This is an optimization exercise on Yosys and OpenROAD, whose aim is a short achievable clock period and few clock cycles, not a production implementation. The RTL was checked by simulation tests, not by an equivalence proof against the original design. No activity file was given, so power comes from the tool's default toggle rates.

==> design.v <==
module flopr #(parameter WIDTH = 8)
            (input logic clk, reset,
              input logic [WIDTH-1:0] d,
              output logic [WIDTH-1:0] q);
  always_ff @(posedge clk, posedge reset)
    if (reset) q <= 0;
    else q <= d;
endmodule
module flopr2 #(parameter WIDTH = 8)
            (input logic clk, reset,
              input logic [WIDTH-1:0] d0, d1,
              output logic [WIDTH-1:0] q0, q1);
  always_ff @(posedge clk, posedge reset)
    if (reset)
    begin
      q0 <= 0; 
      q1 <= 0;
    end
    else 
    begin
      q0 <= d0;
      q1 <= d1;
    end
endmodule
module floprwithen #(parameter WIDTH = 8)
            (input logic clk, reset, en,
              input logic [WIDTH-1:0] d,
              output logic [WIDTH-1:0] q);
  always_ff @(posedge clk, posedge reset)
    if (reset) q <= 0;
    else if(en) q <= d;
endmodule
module mux2 #(parameter WIDTH = 8)
            (input logic [WIDTH-1:0] d0, d1,
              input logic s,
              output logic [WIDTH-1:0] y);
  assign y = s ? d1 : d0;
endmodule
module mux4 #(parameter WIDTH = 8)
            (input logic [WIDTH-1:0] d0, d1, d2, d3,
              input logic [1:0] s,
              output logic [WIDTH-1:0] y);
  assign y = s[1] ? (s[0] ? d3 : d2) : (s[0] ? d1 : d0);
endmodule
module signext(input logic [15:0] a,
                output logic [31:0] y);
  assign y = {{16{a[15]}}, a};
endmodule
module sl2(input logic [31:0] a,
            output logic [31:0] y);
  assign y = {a[29:0], 2'b00};
endmodule
module alu32(input logic [31:0] A, B,
              input logic [2:0] F,
              output logic [31:0] Y,
              output logic zero);
  always_comb
    case (F[2:0])
      3'b000: Y <= A & B;
      3'b001: Y <= A | B;
      3'b010: Y <= A + B;
      3'b011: Y <= 32'b0;
      3'b100: Y <= A & ~B;
      3'b101: Y <= A | ~B;
      3'b110: Y <= A - B;
      3'b111: Y <= (A < B);
      default: Y <= 32'b0;
    endcase
  assign zero = (Y == 0); 
endmodule
module regfile(input logic clk, 
                input logic we3, 
                input logic [4:0] ra1, ra2, wa3,
                input logic [31:0] wd3, 
                output logic [31:0] rd1, rd2);
  logic [31:0] rf[31:0];
  always_ff @(posedge clk)
    if (we3) rf[wa3] <= wd3;
  assign rd1 = (ra1 != 0) ? rf[ra1] : 0;
  assign rd2 = (ra2 != 0) ? rf[ra2] : 0;
endmodule
module aludec(input logic [5:0] funct,
              input logic [1:0] aluop,
              output logic [2:0] alucontrol);
  always_comb
    case(aluop)
      2'b00: alucontrol <= 3'b010;  
      2'b01: alucontrol <= 3'b110;  
      default: case(funct)  
        6'b100000: alucontrol <= 3'b010;  
        6'b100010: alucontrol <= 3'b110;  
        6'b100100: alucontrol <= 3'b000;  
        6'b100101: alucontrol <= 3'b001;  
        6'b101010: alucontrol <= 3'b111;  
        default: alucontrol <= 3'b010;  
        endcase
    endcase
endmodule
module maindec(input logic clk, reset,
                input logic [5:0] op,
                output logic memtoreg, memwrite,
                output logic branch, alusrca,
                output logic[1:0] alusrcb,
                output logic regdst, regwrite,
                output logic IorD,
                output logic irwrite, pcwrite,
                output logic [1:0] pcsrc, aluop);
  logic [14:0] controls;
  logic [3:0] state, nextstate;
  parameter S0 = 4'b0000;
  parameter S1 = 4'b0001;
  parameter S2 = 4'b0010;
  parameter S3 = 4'b0011;
  parameter S4 = 4'b0100;
  parameter S5 = 4'b0101;
  parameter S6 = 4'b0110;
  parameter S7 = 4'b0111;
  parameter S8 = 4'b1000;
  parameter S9 = 4'b1001;
  parameter S10 = 4'b1010;
  parameter S11 = 4'b1011;
  assign {memtoreg, memwrite, branch, alusrca, alusrcb, regdst, regwrite, IorD, irwrite, pcwrite, pcsrc, aluop} = controls;
  always_ff @(posedge clk, posedge reset)
    if(reset)
      state <= S0;
    else
      state <= nextstate;
  always_comb
    case(state)
      S0: nextstate <= S1;
      S1:
        case(op)
          6'b000000: nextstate <= S6; 
          6'b100011: nextstate <= S2;  
          6'b101011: nextstate <= S2;  
          6'b000100: nextstate <= S8;  
          6'b001000: nextstate <= S9; 
          6'b000010: nextstate <= S11;  
          default:  nextstate <= S0;  
        endcase 
      S2:
      begin
        case(op)
          6'b100011: nextstate <= S3;  
          6'b101011: nextstate <= S5;  
          default:   nextstate <= S0;
        endcase
      end
      S3: nextstate <= S4;  
      S4: nextstate <= S0;  
      S5: nextstate <= S0;  
      S6: nextstate <= S7;  
      S7: nextstate <= S0;  
      S8: nextstate <= S0;  
      S9: nextstate <= S10;  
      S10: nextstate <= S0;  
      S11: nextstate <= S0;  
      default: nextstate <= S0;
    endcase 
  always_comb
    begin
      case(state) 
	      S0: controls <= 15'b000_001_000_110_000;   
	      S1: controls <= 15'b000_011_000_000_000; 
	      S2: controls <= 15'b000_110_000_000_000;
	      S3: controls <= 15'b000_000_001_000_000;
	      S4: controls <= 15'b100_000_010_000_000;
	      S5: controls <= 15'b010_000_001_000_000;
	      S6: controls <= 15'b000_100_000_000_010;
	      S7: controls <= 15'b000_000_110_000_000;
	      S8: controls <= 15'b001_100_000_000_101;
	      S9: controls <= 15'b000_110_000_000_000;
	      S10: controls <= 15'b000_000_010_000_000;
	      S11: controls <= 15'b000_110_000_011_000;
	      default: controls <= 15'b000_001_000_110_000;
      endcase 
    end
endmodule
module controller(input logic clk, reset,
                  input logic [5:0] op, funct,  
                  input logic zero, 
                  output logic memtoreg, memwrite,
                  output logic alusrca,
                  output logic [1:0] alusrcb, pcsrc,
                  output logic regdst, regwrite,
                  output logic [2:0] alucontrol,
                  output logic IorD, irwrite,
                  output logic pcen);  
  logic [1:0] aluop;
  logic branch;  
  logic pcwrite;
  maindec md(clk, reset, op, memtoreg, memwrite, branch, alusrca, alusrcb, regdst, regwrite, IorD, irwrite, pcwrite, pcsrc, aluop);
  aludec ad(funct, aluop, alucontrol);
  logic pand;
  assign pand = branch && zero;
  assign pcen = pcwrite || pand;
endmodule
module datapath(input logic clk, reset,
                input logic memtoreg, 
                input logic [1:0] pcsrc,
                input logic alusrca,
                input logic [1:0] alusrcb,
                input logic regdst, regwrite,
                input logic [2:0] alucontrol,
                output logic zero,
                output logic [31:0] pc,
                input logic [31:0] readdata,
                output logic [31:0] adr, writedata,
                output logic [31:0] instr,
                input logic IorD,
                input logic irwrite,
                input logic pcen); 
  logic [31:0] pcnext;
  logic [31:0] signimm, signimmsh;
  logic [31:0] srca, srcb;
  logic [31:0] aluresult, aluout;
  logic [31:0] data;
  logic [31:0] jump;
  logic [4:0] a3;
  logic [31:0] rd1, rd2, a, b, wd3;
  floprwithen #(32) pcreg(clk, reset, pcen, pcnext, pc);
  sl2 sigjump({6'b0,instr[25:0]}, jump);
  mux4 #(32) pcmux(aluresult, aluout, {pc[31:28],jump[27:0]}, aluresult, pcsrc, pcnext);
  mux2 #(32) memmux(pc, aluout, IorD, adr);
  floprwithen #(32) ireg(clk, reset, irwrite, readdata, instr);
  flopr #(32) datareg(clk, reset, readdata, data); 
  mux2 #(5) a3mux(instr[20:16], instr[15:11], regdst, a3);
  mux2 #(32) wd3mux(aluout, data, memtoreg, wd3);
  regfile rf(clk, regwrite, instr[25:21], instr[20:16], a3, wd3, rd1, rd2);
  flopr2 #(32) aandbreg(clk, reset, rd1, rd2, a, writedata);    
  signext se(instr[15:0], signimm);
  mux2 #(32) srcamux(pc, a, alusrca, srca);
  sl2 signimml2(signimm, signimmsh);
  mux4 #(32) srcbmux(writedata, 32'b100, signimm, signimmsh, alusrcb, srcb);
  alu32 alu(srca, srcb, alucontrol, aluresult, zero);
  flopr #(32) resultreg(clk, reset, aluresult, aluout);
endmodule
module mips(input logic clk, reset,
            output logic memwrite,
            output logic [31:0] adr, writedata,
            input logic [31:0] readdata);
  logic [31:0] pc;
  logic        d_valid;
  logic [31:0] d_instr, d_pc4;
  logic        e_rw, e_lw, e_sw, e_beq, e_sub, e_and, e_or, e_slt, e_useimm;
  logic        e_fam, e_faw, e_fbm, e_fbw;
  logic [4:0]  e_rd;
  logic [31:0] e_a, e_b, e_imm, e_bt;
  logic        m_rw, m_lw, m_sw, m_mem;
  logic [4:0]  m_rd;
  logic [31:0] m_res, m_b;
  logic        w_rw;
  logic [4:0]  w_rd;
  logic [31:0] w_val;
  assign adr       = m_mem ? m_res : pc;
  assign writedata = m_b;
  assign memwrite  = m_sw;
  logic [31:0] pc4;
  logic        f_j;
  assign pc4 = pc + 32'd4;
  assign f_j = (readdata[31:26] == 6'b000010);
  logic [5:0]  op, funct;
  logic [4:0]  rs, rt, rdf, dest;
  logic        is_r, is_addi, is_lw, is_sw, is_beq, uses_rt;
  logic [31:0] simm, ra, rb;
  logic        stall;
  assign op    = d_instr[31:26];
  assign rs    = d_instr[25:21];
  assign rt    = d_instr[20:16];
  assign rdf   = d_instr[15:11];
  assign funct = d_instr[5:0];
  assign is_r    = (op == 6'b000000);
  assign is_addi = (op == 6'b001000);
  assign is_lw   = (op == 6'b100011);
  assign is_sw   = (op == 6'b101011);
  assign is_beq  = (op == 6'b000100);
  assign uses_rt = is_r | is_sw | is_beq;
  assign dest    = is_r ? rdf : rt;
  assign simm    = {{16{d_instr[15]}}, d_instr[15:0]};
  logic [31:0] rf [1:31];
  always_ff @(posedge clk)
    if (w_rw) rf[w_rd] <= w_val;
  assign ra = (rs == 5'd0) ? 32'd0 : (w_rw && w_rd == rs) ? w_val : rf[rs];
  assign rb = (rt == 5'd0) ? 32'd0 : (w_rw && w_rd == rt) ? w_val : rf[rt];
  assign stall = d_valid & e_lw & ((e_rd == rs) | (uses_rt & (e_rd == rt)));
  logic [31:0] fa, fb, srcb, sum, res;
  logic        cout, taken;
  assign fa   = e_fam ? m_res : e_faw ? w_val : e_a;
  assign fb   = e_fbm ? m_res : e_fbw ? w_val : e_b;
  assign srcb = e_useimm ? e_imm : fb;
  assign {cout, sum} = {1'b0, fa} + {1'b0, srcb ^ {32{e_sub}}} + {32'd0, e_sub};
  always_comb
    if (e_and)      res = fa & srcb;
    else if (e_or)  res = fa | srcb;
    else if (e_slt) res = {31'd0, ~cout};
    else            res = sum;
  assign taken = e_beq & (fa == fb);
  logic id_rw;
  assign id_rw = d_valid & (is_r | is_addi | is_lw) & (dest != 5'd0);
  always_ff @(posedge clk, posedge reset)
    if (reset) begin
      pc      <= 32'd0;
      d_valid <= 1'b0;
      e_rw    <= 1'b0;
      e_lw    <= 1'b0;
      e_sw    <= 1'b0;
      e_beq   <= 1'b0;
      m_rw    <= 1'b0;
      m_lw    <= 1'b0;
      m_sw    <= 1'b0;
      m_mem   <= 1'b0;
      w_rw    <= 1'b0;
    end else begin
      if (taken) begin
        pc      <= e_bt;
        d_valid <= 1'b0;
      end else if (stall) begin
      end else if (m_mem) begin
        d_valid <= 1'b0;
      end else begin
        pc      <= f_j ? {pc4[31:28], readdata[25:0], 2'b00} : pc4;
        d_valid <= ~f_j;
      end
      if (taken | stall) begin
        e_rw  <= 1'b0;
        e_lw  <= 1'b0;
        e_sw  <= 1'b0;
        e_beq <= 1'b0;
      end else begin
        e_rw  <= id_rw;
        e_lw  <= id_rw & is_lw;
        e_sw  <= d_valid & is_sw;
        e_beq <= d_valid & is_beq;
      end
      m_rw  <= e_rw;
      m_lw  <= e_lw;
      m_sw  <= e_sw;
      m_mem <= e_lw | e_sw;
      w_rw  <= m_rw;
    end
  always_ff @(posedge clk) begin
    if (!taken && !stall && !m_mem) begin
      d_instr <= readdata;
      d_pc4   <= pc4;
    end
    if (!stall) begin
      e_rd     <= dest;
      e_sub    <= is_r ? (funct[1] | funct[3]) : is_beq;
      e_and    <= is_r & funct[2] & ~funct[0];
      e_or     <= is_r & funct[2] & funct[0];
      e_slt    <= is_r & ~funct[2] & funct[3];
      e_useimm <= ~is_r;
      e_a      <= ra;
      e_b      <= rb;
      e_imm    <= simm;
      e_bt     <= d_pc4 + {simm[29:0], 2'b00};
      e_fam    <= e_rw & (e_rd == rs);
      e_faw    <= m_rw & (m_rd == rs);
      e_fbm    <= e_rw & (e_rd == rt);
      e_fbw    <= m_rw & (m_rd == rt);
    end
    m_rd  <= e_rd;
    m_res <= res;
    m_b   <= fb;
    w_rd  <= m_rd;
    w_val <= m_lw ? readdata : m_res;
  end
endmodule
==> run.sh <==
#!/bin/bash
# synth_recipe.tcl (not shown) runs the flow's synth.tcl, then flattens the netlist and writes it again
# the make line also repeats each setting of config.mk as NAME=value (left out here)
make -C /OpenROAD-flow-scripts/flow DESIGN_CONFIG=/design/flow/config.mk WORK_HOME=/design/flow/orfs CLKGATE_MAP_FILE= SYNTH_SCRIPT=/design/flow/synth_recipe.tcl finish
==> config.mk <==
export PLATFORM = sky130hd
export DESIGN_NAME = mips
export DESIGN_NICKNAME = mips
export VERILOG_FILES = /design/flow/design.v
export SDC_FILE = /design/flow/constraint.sdc
export NUM_CORES = 4
export LEC_CHECK = 0
export CAP_MARGIN = 20
export CORE_MARGIN = 2
export CORE_UTILIZATION = 40
export SLEW_MARGIN = 20
==> constraint.sdc <==
create_clock -name core_clock -period 11.0 [get_ports {clk}]
set_input_delay 2.2000 -clock core_clock [delete_from_list [all_inputs] [get_ports {clk}]]
set_output_delay 2.2000 -clock core_clock [all_outputs]
set_load 0.01 [all_outputs]
==> results.txt, run 1 <==
Drt:
- The length of the first detailed-routing pass in iterations is 6.
- The via count is ~40000.
- The post-route antenna net violation count is 0.
- Dividing the detail-routed wire length by the instance count gives between 30 and 40 um.
- After detailed routing, the number of remaining DRC violations is 0.
- The violation count after the first detailed-routing iteration is about 5100.
- In the routed layout, each cell is associated on average with a via count of about 6.2.
- The total detailed-routing wirelength is a little over 200000 um.

Yosys:
- Counting flops and latches in the post-synthesis netlist gives approximately 1300.
- The average cell area after synthesis is around 15 um^2.
- The sequential-to-total area share from yosys stat is 0.598.
- The share of synthesized area in the top cell type comes to 0.549.
- The number of nets produced by synthesis is ~4300.
- The number of warnings reported in the yosys synthesis log is 1.
- The most used flip-flop cell after synthesis is sky130_fd_sc_hd__edfxtp_1.
- In the post-synthesis netlist, the cell with the most instances is sky130_fd_sc_hd__edfxtp_1.
- The number of distinct standard cells referenced by the synthesized netlist is 78.
- The fraction of registers with async set or reset after synthesis is 0.0316.
- Counting instances in the post-synthesis netlist gives the leading cell types as sky130_fd_sc_hd__edfxtp_1 (1182), sky130_fd_sc_hd__mux4_2 (440), sky130_fd_sc_hd__a21oi_1 (358).
- After synthesis, the cell types taking the most area are sky130_fd_sc_hd__edfxtp_1 (55%), sky130_fd_sc_hd__mux4_2 (15%), sky130_fd_sc_hd__mux2i_1 (4.0%).
- The dominant cell type by area after synthesis is sky130_fd_sc_hd__edfxtp_1.
- The mapped netlist covers 64700 um^2.
- The synthesized instance count is between 4000 and 5000.
- The number of enable-type register cells in the synthesized netlist is roughly 1200.

Job:
- Across the run, the number of max-cap violations was 0.

Cells and area:
- The layout overhead on the synthesized area is 12.5%.
- The number of antenna diodes in the final layout is 0.
- The final standard cell utilization of the core is 0.453.
- Leaving out filler cells and counting taps, the final layout contains roughly 6500.
- Of the cells placed in the final design, the portion with a size suffix greater than 1 is 0.224.
- The final net count is roughly 4400.

GRT:
- Entering global routing, the biggest net connects between 100 and 150 pins.
- The global-route wire length before repair is 289000 um.
- The initial antenna violation count is 4.
- The via count of the first global-routing pass is 40246.
- The final global-route overflow total is 0.
- The total global-route track usage is 0.246.

CTS:
- The CTS tree is done.
- Gates resized during post-CTS repair numbered 0.
- The cts-stage hold buffer count is 0.
- The deepest clock path buffer count is 3.
- The clock insertion delay at the later pin of the skew report is ~800 ps.
- The number of buffers created by CTS is 140.
- The buffer count from post-CTS setup fixing is 0.
- After clock tree synthesis, the clock-pin slew on the worst setup and hold paths is ~60 ps.
- The clock root buffer is sky130_fd_sc_hd__clkbuf_16.
- The deepest level of the CTS H-tree is 4.
- The sink count of the clock tree is 1330.

STA:
- The number of setup violations in the final report is 0.
- Of the available clock period, the critical path in the final layout requires 0.470.
- The slew of the pin with the lowest slew margin is around 1200 ps.
- Setup repair after global routing left no endpoint under its margin.
- The hold violation total from the final report is 0.
- Based on the critical path, the design can be clocked at up to between 0.15 and 0.2 GHz.
- The final worst clock skew is 42.4 ps.
- The clock period could shrink to around 5200 ps.
- The setup total negative slack is 0 ps.
- The max-slew violation count is 0.
- The tightest slew margin relative to the limit is 0.177.

Die:
- The core region is 161000 um^2.
- The initial utilization of the core area, before any placement, comes to 0.403.
- The floorplan step defined a die boundary enclosing between 150000 and 200000 um^2.
- The height of the chip is 406 um.
- The number of rows created at floorplan is 147.
- The die is approximately 410 um wide.
- The number of top-level design ports is 99.

Worst setup path:
- The highest fanout seen on the critical path is 20.
- The type of the worst setup path is reg2out.
- The worst setup path is captured at an output port.
- The nature of the critical path startpoint is a register.
- STA puts the critical path data arrival time at 2970 ps.
- At the worst endpoint, the required time is between 8000 and 9000 ps.
- In this run the register-to-register setup slack is ~6200 ps.

Placed design:
- The global placer's final weighted congestion is roughly 0.96.
- The total instance count after detailed placement is between 6000 and 7000.
- The number of I/O port buffers is just under 100.
- The post-DP HPWL is 120000 um.

Power and ir drop:
- The worst vdd rail ir drop is around 170 uV.
- The leakage power total is ~24 nW.
- In this run the power density over the cells is about 190 nW/um^2.
- The design draws approximately 0.014 W.

Run status:
- The flow ran to the end and the layout has no timing, DRC or antenna violations.

Min path:
- The worst hold path belongs to the class reg2reg.
layout make-up:
type,count,area [um^2]
Inverter,71,267
Clock inverter,72,807
Tap cell,2160,2700
Sequential cell,1330,38700
Fill cell,13928,87800
Multi-Input combinational cell,2533,24700
Timing Repair Buffer,197,1840
Clock buffer,172,3730
metrics by stage:
| step | setup slack, ps | hold slack (ps) | area [um^2] |
|---|---|---|---|
| detailed placement | 6240 | 380 | 68200 |
| global placement | 6130 | 390 | 68200 |
| global route | 5700 | 421 | 72800 |
| floorplan | 1360 | 346 | 64700 |
| finish | 5830 | 404 | 72800 |
| CTS | 5750 | 404 | 72700 |
critical path: stages, from the launching register on:
cell and delay [ps]:
sky130_fd_sc_hd__dfrtp_1 820, sky130_fd_sc_hd__buf_4 440, sky130_fd_sc_hd__nand2_1 80, sky130_fd_sc_hd__o21ai_0 200
sky130_fd_sc_hd__clkdlybuf4s50_1 630
path summary, 6_finish.rpt:
kind                                  to       from  depth (start not counted)
max in group asynchronous          e_beq      reset                          3
worst min-delay path                w_rw       m_rw                          0
worst max register to register  d_pc4[5]  w_val[10]                          9
worst max-delay path              adr[2]      m_mem                          4
worst min register to register      w_rw       m_rw                          0
min in group asynchronous          pc[3]      reset                          2
where the power goes:
part	internal (W)	switching [W]
clock network	0.00275	0.00202
registers	0.00640	0.000801
logic	0.000914	0.00123
total	0.0101	0.00405
sequential cells by signal (all words and copies together) (netlist names), 5 cells and up:
signal and cells:
m_rd 5, m_res 32, d_instr 32, e_b 32, w_rd 5, pc 32
w_val 32, e_bt 32, e_rd 5, e_a 32, d_pc4 32, m_b 32
rf 992, e_imm 16
layer usage:
layer	wire length (um)	GRT usage	vias to the layer above
met2	96400	0.391	2038
met3	16400	0.0419	424
met1	81400	0.331	21022
met5	27	0.00119	-
met4	9480	0.111	2
li1	-	-	16988
cell families after synthesis:
kind of cell / share of synthesized area
adder cells (fa/ha/maj): 0.0134
AO/OA/AOI/OAI: 0.0741
flip-flops: 0.598
buffers and inverters: 0.0249
AND/OR/NAND/NOR: 0.0481
XOR/XNOR: 0.0237
multiplexers: 0.218
layout by cell type, fill, tap and decap left out, drive strengths merged, types with 7 or more instances in the layout:
cell type	n
nor3	82
a211oi	8
nor2	257
or3	8
and2	7
and3	28
nand2	122
a31oi	12
bufinv	14
xor2	64
o211ai	9
buf	99
a21oi	369
ha	66
dfxtp	106
clkdlybuf4s50	98
mux4	440
nand4	13
o22ai	11
a221oi	67
inv	81
clkbuf	172
nor2b	37
mux2i	256
a21o	30
mux2	144
nand3	45
dfrtp	42
clkinv	44
nor4	17
o221ai	41
nand2b	13
o21ai	181
xnor2	111
o21a	13
edfxtp	1182
nand3b	9
Testbench counts, summed over its fixed seeds: cycles 73,811.
==> run 2, diff against run 1 <==
==> flow/run.sh (new file) <==
#!/bin/bash
set -euo pipefail
bash standard.sh SETUP_SLACK_MARGIN=7.2 SKIP_GATE_CLONING=1 FASTROUTE_TCL="$PWD/flow/fastroute.tcl" finish > standard_flow.log 2>&1
==> flow/fastroute.tcl (new file) <==
# Global routing capacity: met1 and met2 are derated more than the upper
# layers, so that global routing moves wiring up and detailed routing has room
# for pin access on met1.
set_global_routing_layer_adjustment met1 0.45
set_global_routing_layer_adjustment met2 0.35
set_global_routing_layer_adjustment met3-met5 0.2
set_routing_layers -clock met3-met5
set_routing_layers -signal met1-met5
==> standard.sh (new file) <==
#!/bin/bash
# synth_recipe.tcl (not shown) runs the flow's synth.tcl, then flattens the netlist and writes it again
# the make line also repeats each setting of config.mk as NAME=value (left out here)
make -C /OpenROAD-flow-scripts/flow DESIGN_CONFIG=/design/flow/config.mk WORK_HOME=/design/flow/orfs CLKGATE_MAP_FILE= SYNTH_SCRIPT=/design/flow/synth_recipe.tcl "${@:-finish}"
--- a/config.mk
+++ b/config.mk
@@ -6,6 +6,7 @@
 export NUM_CORES = 4
 export LEC_CHECK = 0
 export CAP_MARGIN = 20
+export CELL_PAD_IN_SITES_DETAIL_PLACEMENT = 1
 export CORE_MARGIN = 2
 export CORE_UTILIZATION = 40
 export SLEW_MARGIN = 20
removed: run.sh
==> results.txt, run 2 <==
Run status:
- Status: complete, no violations (unchanged).

Min path:
- The worst min-delay path category is reg2reg (unchanged).

Worst setup path:
- The highest fanout seen on the critical path is 6 (was 20).
- The stage delay of the slowest cell on the critical path came to 430 ps (was 820 ps).
- The dominant delay contributor by cell family on the critical path is buffers and inverters (unchanged).
- The signal arrival time at the worst endpoint came to 2040 ps (was 2970 ps).
- The data required time of the worst path was 8800 ps (about the same).
- The critical path buffer and inverter count is 4 (was 2).
- The kind of end point of the critical path was an output port (unchanged).
- The type of the worst setup path was reg2out (unchanged).
- The most numerous cell type found on the critical path is sky130_fd_sc_hd__buf_12.
- The nature of the critical path startpoint is a register (unchanged).
- Cell chain of the critical path: buf_12 > buf_12 > buf_12 > mux2_2 > buf_6 (was buf_4 > nand2_1 > o21ai_0 > clkdlybuf4s50_1).
- The cell with the biggest individual delay on the critical path is sky130_fd_sc_hd__dfrtp_2 (was sky130_fd_sc_hd__dfrtp_1).

CTS:
- The clock insertion delay at the later pin of the skew report is 810 ps (was 800 ps).
- The CTS tree is done (unchanged).
- The deepest clock path buffer count is 3 (unchanged).
- The clock root buffer is sky130_fd_sc_hd__clkbuf_16 (unchanged).
- The sink count of the clock tree is 1330 (unchanged).
- The cts-stage hold buffer count came to 0 (unchanged).
- The clock slew seen by the registers of the worst setup and hold paths is 60 ps (about the same).
- The deepest level of the CTS H-tree is 4 (unchanged).
- The number of buffers created by CTS came to 145 (was 140).

Yosys:
- The average cell area after synthesis came to 15.3 um^2 (unchanged).
- The number of enable-type register cells in the synthesized netlist was 1182 (unchanged).
- The number of nets produced by synthesis is 4337 (unchanged).
- The number of warnings reported in the yosys synthesis log was 1 (unchanged).
- The most frequently used flop master after synthesis was sky130_fd_sc_hd__edfxtp_1 (unchanged).
- Dominant cells by area after synthesis: sky130_fd_sc_hd__edfxtp_1 (55%), sky130_fd_sc_hd__mux4_2 (15%), sky130_fd_sc_hd__mux2i_1 (4.0%) (unchanged).
- The post-synthesis cell area came to 64700 um^2 (unchanged).
- The fraction of registers with async set or reset after synthesis came to 0.0316 (unchanged).
- The most numerous cell in the Yosys netlist is sky130_fd_sc_hd__edfxtp_1 (unchanged).
- The synthesized flop and latch total is 1330 (unchanged).
- The synthesized instance count came to 4235 (unchanged).
- The proportion of netlist area held by the largest area contributor is 0.549 (unchanged).
- The sequential-to-total area share from yosys stat is 0.598 (unchanged).
- The number of distinct standard cells referenced by the synthesized netlist was 78 (unchanged).
- The dominant cell type by area after synthesis is sky130_fd_sc_hd__edfxtp_1 (unchanged).
- Top cells by instance count after synthesis: sky130_fd_sc_hd__edfxtp_1 (1182), sky130_fd_sc_hd__mux4_2 (440), sky130_fd_sc_hd__a21oi_1 (358) (unchanged).

STA:
- RSZ-0062 raised after global routing: yes (was no).
- The max-slew violation count is 0 (unchanged).
- The setup total negative slack is 0 ps (unchanged).
- The highest attainable clock frequency came to 0.236 GHz (was 0.193 GHz).
- The tightest slew margin relative to the limit came to 0.277 (was 0.177).
- The hold violation total from the final report is 0 (unchanged).
- The final worst clock skew is 32.5 ps (was 42.4 ps).
- The slew of the pin with the lowest slew margin is 1080 ps (was 1240 ps).
- The portion of the clock cycle consumed by the worst path in the final layout came to 0.385 (was 0.470).
- The setup slack after layout is 6760 ps (was 5830 ps).
- The number of setup violations in the final report is 0 (unchanged).
- The minimum period implied by the final worst setup slack came to 4240 ps (was 5170 ps).

Cells and area:
- The number of flip-flops under the largest register name is 992 (unchanged).
- Most used cells in the layout excluding fill and tap cells: sky130_fd_sc_hd__edfxtp_1 (1182), sky130_fd_sc_hd__mux4_2 (440), sky130_fd_sc_hd__a21oi_1 (325) (was sky130_fd_sc_hd__edfxtp_1 (1182), sky130_fd_sc_hd__mux4_2 (440), sky130_fd_sc_hd__a21oi_1 (358)).
- The layout overhead on the synthesized area is 15.7% (was 12.5%).
- The final net count is 4477 (was 4375).
- The register ranked first by flip-flop count is rf (unchanged).
- The most common cell after layout, fill and taps aside was sky130_fd_sc_hd__edfxtp_1 (unchanged).
- The share of final-layout standard cells stronger than drive strength 1 came to 0.276 (was 0.224).

GRT:
- The global-route wire length before repair is 321000 um (was 289000 um).
- The via count of the first global-routing pass is 45693 (was 40246).
- The initial antenna violation count is 16 (was 4).
- The maximum number of pins on one net before global-route repair is 106 (was 112).
- The final global-route overflow total is 0 (unchanged).
- The total global-route track usage is 0.322 (was 0.246).

Power and ir drop:
- The worst vdd rail ir drop came to 111 uV (was 171 uV).
- The leakage power total was 25.1 nW (was 24.3 nW).
- The total power density per cell area is 191 nW/um^2 (was 194 nW/um^2).

Placed design:
- The number of I/O port buffers came to 98 (unchanged).
- The global placer's final weighted congestion is 0.955 (was 0.964).
- The worst slack at placement is 5920 ps (was 6240 ps).
- The post-DP HPWL is 130000 um (was 120000 um).

Drt:
- The violation count after the first detailed-routing iteration is 3533 (was 5120).
- The detailed-route vias per instance is 6.32 (was 6.19).
- The met1 layer wirelength in the final routing is 81600 um (was 81400 um).
- The final routed DRC violation total is 0 (unchanged).
- The total detailed-routing wirelength is 225000 um (was 204000 um).
- The uppermost metal layer occupied by signal nets was met5 (unchanged).
- The post-route antenna net violation count is 0 (unchanged).
- The met2 routed wirelength was 97700 um (was 96400 um).
- The length of the first detailed-routing pass in iterations is 5 (was 6).
- The via count came to 42062 (was 40474).
- The average routed wire per standard cell was 33.8 um (was 31.2 um).
- The routed wire length on met3 is 27500 um (was 16400 um).

Job:
- The number of max-cap violations was 0 (unchanged).

Die:
- The number of top-level design ports is 99 (unchanged).
- The effective utilization at floorplan is 0.403 (unchanged).
- The area enclosed by the die boundary is 165000 um^2 (unchanged).
- The floorplan die width is 406 um (unchanged).
- The height of the chip was 406 um (unchanged).
- The number of rows created at floorplan is 147 (unchanged).
- The core area was 161000 um^2 (unchanged).
run 2: cells by family (layout without fill, tap and decap cells):
family                     Yosys count  count (layout)  synth area share
DFF                               1330            1330             0.598
muxes                              840             840             0.218
AOI/OAI and AO/OA                  788             788            0.0741
and+or+nand+nor                    662             662            0.0481
buffers and inverters              372             625            0.0249
xor gates and xnor gates           175             175            0.0237
adders and majority gates           68              68            0.0134
other                                0               5                 0
run 2: layout make-up:
class | count | area (um^2)
antenna | 5 | 12.5
sequential | 1330 | 38700
timing repair buffer | 294 | 3100
inverter | 71 | 267
clock inverter | 68 | 536
clock buffer | 192 | 3970
tap | 2160 | 2700
multi-input combinational | 2533 | 25500
fill | 15600 | 85700
run 2: worst paths after layout:
kind / startpoint / endpoint / slack (ps) / depth (start not counted)
setup reg to reg: e_fbw / m_res[29] / 7190 / 18
hold / removal: m_rd[0] / w_rd[0] / 410 / 0
max in group asynchronous: reset / m_mem / 8560 / 3
min in group asynchronous: reset / pc[7] / 1920 / 3
hold reg to reg: m_rd[0] / w_rd[0] / 410 / 0
setup / recovery: m_mem / adr[13] / 6760 / 5
run 2: metal layers:
layer / track usage / up-vias
met2: 0.485 / 2365
li1: - / 17212
met4: 0.202 / 20
met3: 0.130 / 935
met5: 0 / -
met1: 0.459 / 21530
run 2: report_power, final:
part           switching (W)  leakage [nW]  internal (W)
Clock                0.00208          2.19       0.00265
Combinational        0.00146          10.6       0.00103
Sequential          0.000703          12.3       0.00640
Total                0.00425          25.1        0.0101
run 2: worst register-to-register path, delay by kind of cell (launching register included):
kind / cells / cell delay (ps)
muxes: 2 / 370
xor gates and xnor gates: 1 / 140
adders and majority gates: 1 / 260
AOI/OAI and AO/OA: 8 / 1410
and+or+nand+nor: 3 / 650
buffers and inverters: 3 / 450
DFF: 1 / 400
run 2: per-stage QoR:
| stage | util | instance area, um^2 | instances | power (W) | hold WS [ps] |
|---|---|---|---|---|---|
| after floorplan | - | 64700 | 4235 | 0.00829 | 346 |
| after global placement | 0.425 | 68300 | 6305 | 0.00938 | 365 |
| after detailed placement | 0.425 | 68300 | 6306 | 0.00946 | 372 |
| after CTS | 0.459 | 73600 | 6597 | 0.0142 | 388 |
| after global routing | 0.466 | 74800 | 6648 | 0.0148 | 407 |
| final | 0.466 | 74800 | 6653 | 0.0143 | 407 |
run 2: timing repair:
item,4_1_cts,5_1_grt
endpoints found under the setup margin,254,146
hold endpoints to repair,0,0
buffers inserted,31,51
gates resized for setup,329,153
pin swaps,10,51
==> run 3, diff against run 2 <==
--- a/design.v
+++ b/design.v
@@ -255,10 +255,28 @@
   assign adr       = m_mem ? m_res : pc;
   assign writedata = m_b;
   assign memwrite  = m_sw;
-  logic [31:0] pc4;
+  logic [31:0] c_data [0:63];
+  logic [5:0]  c_tag  [0:63];
+  logic [63:0] c_valid;
+  logic [5:0]  cidx;
+  logic        c_hit, f_ok, inrange;
+  logic [31:0] pc4, f_ins;
   logic        f_j;
+  assign cidx    = pc[7:2];
+  assign inrange = (pc[31:14] == 18'd0);
+  assign c_hit   = c_valid[cidx] & (c_tag[cidx] == pc[13:8]) & inrange;
+  assign f_ok    = ~m_mem | c_hit;
+  assign f_ins   = m_mem ? c_data[cidx] : readdata;
   assign pc4 = pc + 32'd4;
-  assign f_j = (readdata[31:26] == 6'b000010);
+  assign f_j = (f_ins[31:26] == 6'b000010);
+  always_ff @(posedge clk, posedge reset)
+    if (reset) c_valid <= 64'd0;
+    else if (~m_mem & inrange) c_valid[cidx] <= 1'b1;
+  always_ff @(posedge clk)
+    if (~m_mem & inrange) begin
+      c_data[cidx] <= readdata;
+      c_tag[cidx]  <= pc[13:8];
+    end
   logic [5:0]  op, funct;
   logic [4:0]  rs, rt, rdf, dest;
   logic        is_r, is_addi, is_lw, is_sw, is_beq, uses_rt;
@@ -315,10 +333,10 @@
         pc      <= e_bt;
         d_valid <= 1'b0;
       end else if (stall) begin
-      end else if (m_mem) begin
+      end else if (~f_ok) begin
         d_valid <= 1'b0;
       end else begin
-        pc      <= f_j ? {pc4[31:28], readdata[25:0], 2'b00} : pc4;
+        pc      <= f_j ? {pc4[31:28], f_ins[25:0], 2'b00} : pc4;
         d_valid <= ~f_j;
       end
       if (taken | stall) begin
@@ -339,8 +357,8 @@
       w_rw  <= m_rw;
     end
   always_ff @(posedge clk) begin
-    if (!taken && !stall && !m_mem) begin
-      d_instr <= readdata;
+    if (!taken && !stall && f_ok) begin
+      d_instr <= f_ins;
       d_pc4   <= pc4;
     end
     if (!stall) begin
==> results.txt, run 3 <==
Drt:
- The violation count after the first detailed-routing iteration is 10280 (was 3533).
- The length of the first detailed-routing pass in iterations is 6 (was 5).
- The final routed DRC violation total is 0 (unchanged).
- The detailed-route vias per instance came to 6.57 (was 6.32).
- The post-route antenna net violation count came to 0 (unchanged).
- The via count is 101326 (was 42062).
- The average routed wire per standard cell is 40.0 um (was 33.8 um).
- The total detailed-routing wirelength is 617000 um (was 225000 um).

STA:
- The final worst clock skew is 103 ps (was 32.5 ps).
- The tightest slew margin relative to the limit is 0.0234 (was 0.277).
- The max-slew violation count was 0 (unchanged).
- The number of setup violations in the final report is 0 (unchanged).
- The hold violation total from the final report came to 0 (unchanged).
- The worst hold slack across all endpoints came to 396 ps (was 407 ps).
- The highest attainable clock frequency is 0.208 GHz (was 0.236 GHz).
- RSZ-0062 raised after global routing: yes (unchanged).
- The slew of the pin with the lowest slew margin is 1460 ps (was 1080 ps).
- The portion of the clock cycle consumed by the worst path in the final layout is 0.436 (was 0.385).
- The minimum period implied by the final worst setup slack is 4800 ps (was 4240 ps).
- The setup total negative slack is 0 ps (unchanged).

CTS:
- The cts-stage hold buffer count is 0 (unchanged).
- The clock root buffer was sky130_fd_sc_hd__clkbuf_16 (unchanged).
- The number of buffers created by CTS came to 397 (was 145).
- The deepest clock path buffer count is 4 (was 3).
- The clock slew seen by the registers of the worst setup and hold paths came to 60 ps (about the same).
- The CTS tree is done (unchanged).
- The clock insertion delay at the later pin of the skew report is 1060 ps (was 810 ps).
- The deepest level of the CTS H-tree is 5 (was 4).
- The sink count of the clock tree was 3826 (was 1330).

Worst setup path:
- The critical path endpoint is pc[12] (was adr[13]).
- The nature of the critical path startpoint was a register (unchanged).
- The beginning of the critical path is pc[4] (was m_mem).
- The data required time of the worst path came to 11930 ps (was 8800 ps).
- The flop-to-flop setup slack is 6200 ps (was 7190 ps).
- The endpoint of the most critical register-to-register path is pc[12] (was m_res[29]).
- The cell with the biggest individual delay on the critical path is sky130_fd_sc_hd__dfrtp_4 (was sky130_fd_sc_hd__dfrtp_2).
- The kind of end point of the critical path is a register (was output port).
- The highest fanout seen on the critical path was 39 (was 6).
- The signal arrival time at the worst endpoint is 5730 ps (was 2040 ps).
- The stage delay of the slowest cell on the critical path is 490 ps (was 430 ps).
- The cell repeated most along the worst path is sky130_fd_sc_hd__buf_16 (was sky130_fd_sc_hd__buf_12).
- Cell chain of the critical path: buf_16 > buf_16 > buf_4 > and3b_4 > buf_4 > buf_16 > a22oi_2 > nand2_1 > a2111oi_2 > a311oi_2 > nor4_4 > o21ai_2 > nor4_4 > buf_12 > buf_12 > buf_8 > mux2i_1 > nor2_1 > a221o_1 (was buf_12 > buf_12 > buf_12 > mux2_2 > buf_6).
- The launch instance of the worst register-to-register path is pc[4] (was e_fbw).
- The type of the worst setup path is reg2reg (was reg2out).
- The worst reg2reg path depth is 19 (was 18).

Yosys:
- The number of nets produced by synthesis is 9256 (was 4337).
- Top cells by instance count after synthesis: sky130_fd_sc_hd__edfxtp_1 (3614), sky130_fd_sc_hd__a22oi_1 (816), sky130_fd_sc_hd__mux4_2 (485) (was sky130_fd_sc_hd__edfxtp_1 (1182), sky130_fd_sc_hd__mux4_2 (440), sky130_fd_sc_hd__a21oi_1 (358)).
- The synthesized flop and latch total is 3826 (was 1330).
- Dominant cells by area after synthesis: sky130_fd_sc_hd__edfxtp_1 (69%), sky130_fd_sc_hd__mux4_2 (7.0%), sky130_fd_sc_hd__a22oi_1 (3.9%) (was sky130_fd_sc_hd__edfxtp_1 (55%), sky130_fd_sc_hd__mux4_2 (15%), sky130_fd_sc_hd__mux2i_1 (4.0%)).
- The dominant cell type by area after synthesis is sky130_fd_sc_hd__edfxtp_1 (unchanged).
- The fraction of registers with async set or reset after synthesis is 0.0277 (was 0.0316).
- The average cell area after synthesis is 17.1 um^2 (was 15.3 um^2).
- The post-synthesis cell area is 156000 um^2 (was 64700 um^2).
- The most frequently used flop master after synthesis is sky130_fd_sc_hd__edfxtp_1 (unchanged).
- The most numerous cell in the Yosys netlist is sky130_fd_sc_hd__edfxtp_1 (unchanged).
- The synthesized instance count came to 9150 (was 4235).
- The number of enable-type register cells in the synthesized netlist is 3614 (was 1182).
- The number of warnings reported in the yosys synthesis log is 1 (unchanged).
- The sequential-to-total area share from yosys stat is 0.724 (was 0.598).
- The number of distinct standard cells referenced by the synthesized netlist is 87 (was 78).
- The proportion of netlist area held by the largest area contributor was 0.694 (was 0.549).

Power and ir drop:
- The total power density per cell area is 249 nW/um^2 (was 191 nW/um^2).
- The worst vdd rail ir drop is 167 uV (was 111 uV).
- The leakage power total came to 60.8 nW (was 25.1 nW).
- The total power is 0.0470 W (was 0.0143 W).

Cells and area:
- The most common cell after layout, fill and taps aside is sky130_fd_sc_hd__edfxtp_1 (unchanged).
- Most used cells in the layout excluding fill and tap cells: sky130_fd_sc_hd__edfxtp_1 (3614), sky130_fd_sc_hd__a22oi_1 (795), sky130_fd_sc_hd__mux4_2 (485) (was sky130_fd_sc_hd__edfxtp_1 (1182), sky130_fd_sc_hd__mux4_2 (440), sky130_fd_sc_hd__a21oi_1 (325)).
- The largest registers in the layout are c_data (2048), rf (992), c_tag (384).
- The number of flip-flops under the largest register name is 2048 (was 992).
- The layout overhead on the synthesized area is 20.6% (was 15.7%).
- The share of final-layout standard cells stronger than drive strength 1 is 0.271 (was 0.276).
- The register ranked first by flip-flop count is c_data (was rf).
- The final net count is 9923 (was 4477).
- The final standard cell utilization of the core is 0.484 (was 0.466).

Min path:
- The worst min-delay path category is reg2reg (unchanged).

Die:
- The number of rows created at floorplan is 229 (was 147).
- The area enclosed by the die boundary came to 396000 um^2 (was 165000 um^2).
- The height of the chip came to 629 um (was 406 um).
- The floorplan die width is 629 um (was 406 um).
- The effective utilization at floorplan came to 0.402 (was 0.403).
- The number of top-level design ports is 99 (unchanged).
- The core area was 389000 um^2 (was 161000 um^2).

GRT:
- The layer with the highest usage is met2 (unchanged).
- The final global-route overflow total is 0 (unchanged).
- The met3 demand-to-capacity share in global routing is 0.169 (was 0.130).
- The met1 track demand over resource in global routing is 0.469 (was 0.459).
- The initial antenna violation count came to 56 (was 16).
- The via count of the first global-routing pass came to 110173 (was 45693).
- The global routing usage on met2 is 0.527 (was 0.485).
- The global-route wire length before repair came to 845000 um (was 321000 um).
- The total global-route track usage is 0.361 (was 0.322).
- The maximum number of pins on one net before global-route repair was 98 (was 106).

Placed design:
- The post-DP HPWL came to 318000 um (was 130000 um).
- The number of I/O port buffers is 98 (unchanged).
- The global placer's final weighted congestion is 0.959 (was 0.955).

Run status:
- Status: complete, no violations (unchanged).

Job:
- The number of max-cap violations was 0 (unchanged).
==> run 3: through the flow <==
| stage | std cells | cell area [um^2] | setup slack, ps |
|---|---|---|---|
| 2_1_floorplan | 9150 | 157000 | 6330 |
| 3_3_place_gp | 14117 | 165000 | 4510 |
| 3_5_place_dp | 14118 | 165000 | 4410 |
| 4_1_cts | 15184 | 185000 | 6340 |
| 5_1_grt | 15400 | 189000 | 6260 |
| 6_report | 15420 | 189000 | 6200 |
==> run 3: report_power, final <==
| part | internal (W) | switching [W] |
|---|---|---|
| Clock | 0.00780 | 0.00595 |
| Combinational | 0.00528 | 0.00968 |
| Sequential | 0.0173 | 0.00101 |
==> run 3: repair_timing <==
action / CTS / global route
endpoints found under the setup margin: 2833 / 1765
pin swaps: 112 / 213
gates resized for setup: 995 / 417
hold endpoints to repair: 0 / 0
setup buffers: 323 / 173
==> run 3: final cells by class <==
cell class | count | area (um^2)
antenna | 62 | 155
inverter | 91 | 415
fill | 36077 | 201000
timing repair buffer | 901 | 11200
tap | 5197 | 6500
clock inverter | 236 | 2390
sequential | 3826 | 113000
clock buffer | 507 | 10600
multi-input combinational | 4600 | 44000
==> run 3: worst min path at each step <==
stage	start	endpoint	slack, ps	cells after the start
floorplan	e_sw	m_sw	350	0
detailed placement	m_rd[1]	w_rd[1]	390	0
finish	m_rd[1]	w_rd[1]	400	0
CTS	m_rd[1]	w_rd[1]	390	0
global route	m_rd[3]	w_rd[3]	410	0
global placement	m_rw	w_rw	380	0
==> run 3: worst max-delay path, delay by kind of cell, from the launching register on <==
family	cells	cell delay, ps
AO/OA/AOI/OAI	5	1230
buffers and inverters	8	1380
flip-flops	1	490
multiplexers	1	260
AND/OR/NAND/NOR	5	1220
==> run 3: layer usage <==
metal  up-vias  wire, um
met5         -       532
met4        44     63200
li1      39201         -
met2      7624    262000
met3      2937     90600
met1     51520    200000
==> run 3: cell families after synthesis <==
logic type      count (synthesis)  share of synthesized area
fa+ha+maj                      72                    0.00585
compound gates               2246                      0.102
flops                        3826                      0.724
simple gates                 1101                     0.0340
xor+xnor                      182                     0.0102
buf+inv                       724                     0.0198
mux                           999                      0.104
Testbench counts of run 3, summed over its fixed seeds: cycles 63,797.

port drivers added, routing unchanged:
Ports are ideal in the flow. The routed layouts listed here were re-timed in OpenROAD. Step 1 (the two cells are an assumption about what drives the block):
set clk [get_ports {clk}]
set_driving_cell -lib_cell sky130_fd_sc_hd__clkbuf_16 $clk
set_driving_cell -lib_cell sky130_fd_sc_hd__buf_2 [delete_from_list [all_inputs] $clk]
Step 2 moves the port delays by t, midway between the first and last clock arrival at a register: inputs arrive t later, outputs are due t later. That takes back most of the time a late clock gives input paths. a / b / c = ideal ports / drivers / drivers and shift; a / b = the first two.
run	shift t [ns]	slack for setup (ns)	worst data-port slew with drivers (ns)	cell pins on the clock port's net
run 1	0.863	5.827 / 5.740 / 6.178	0.04	1
run 2	0.877	6.760 / 6.674 / 6.540	0.05	1
run 3	1.112	6.199 / 6.199 / 6.189	0.06	1
After both steps every run listed still meets setup and hold. The setup slack of run 2, which loses most, moves by -0.086 ns with the drivers and by -0.220 ns with both steps.
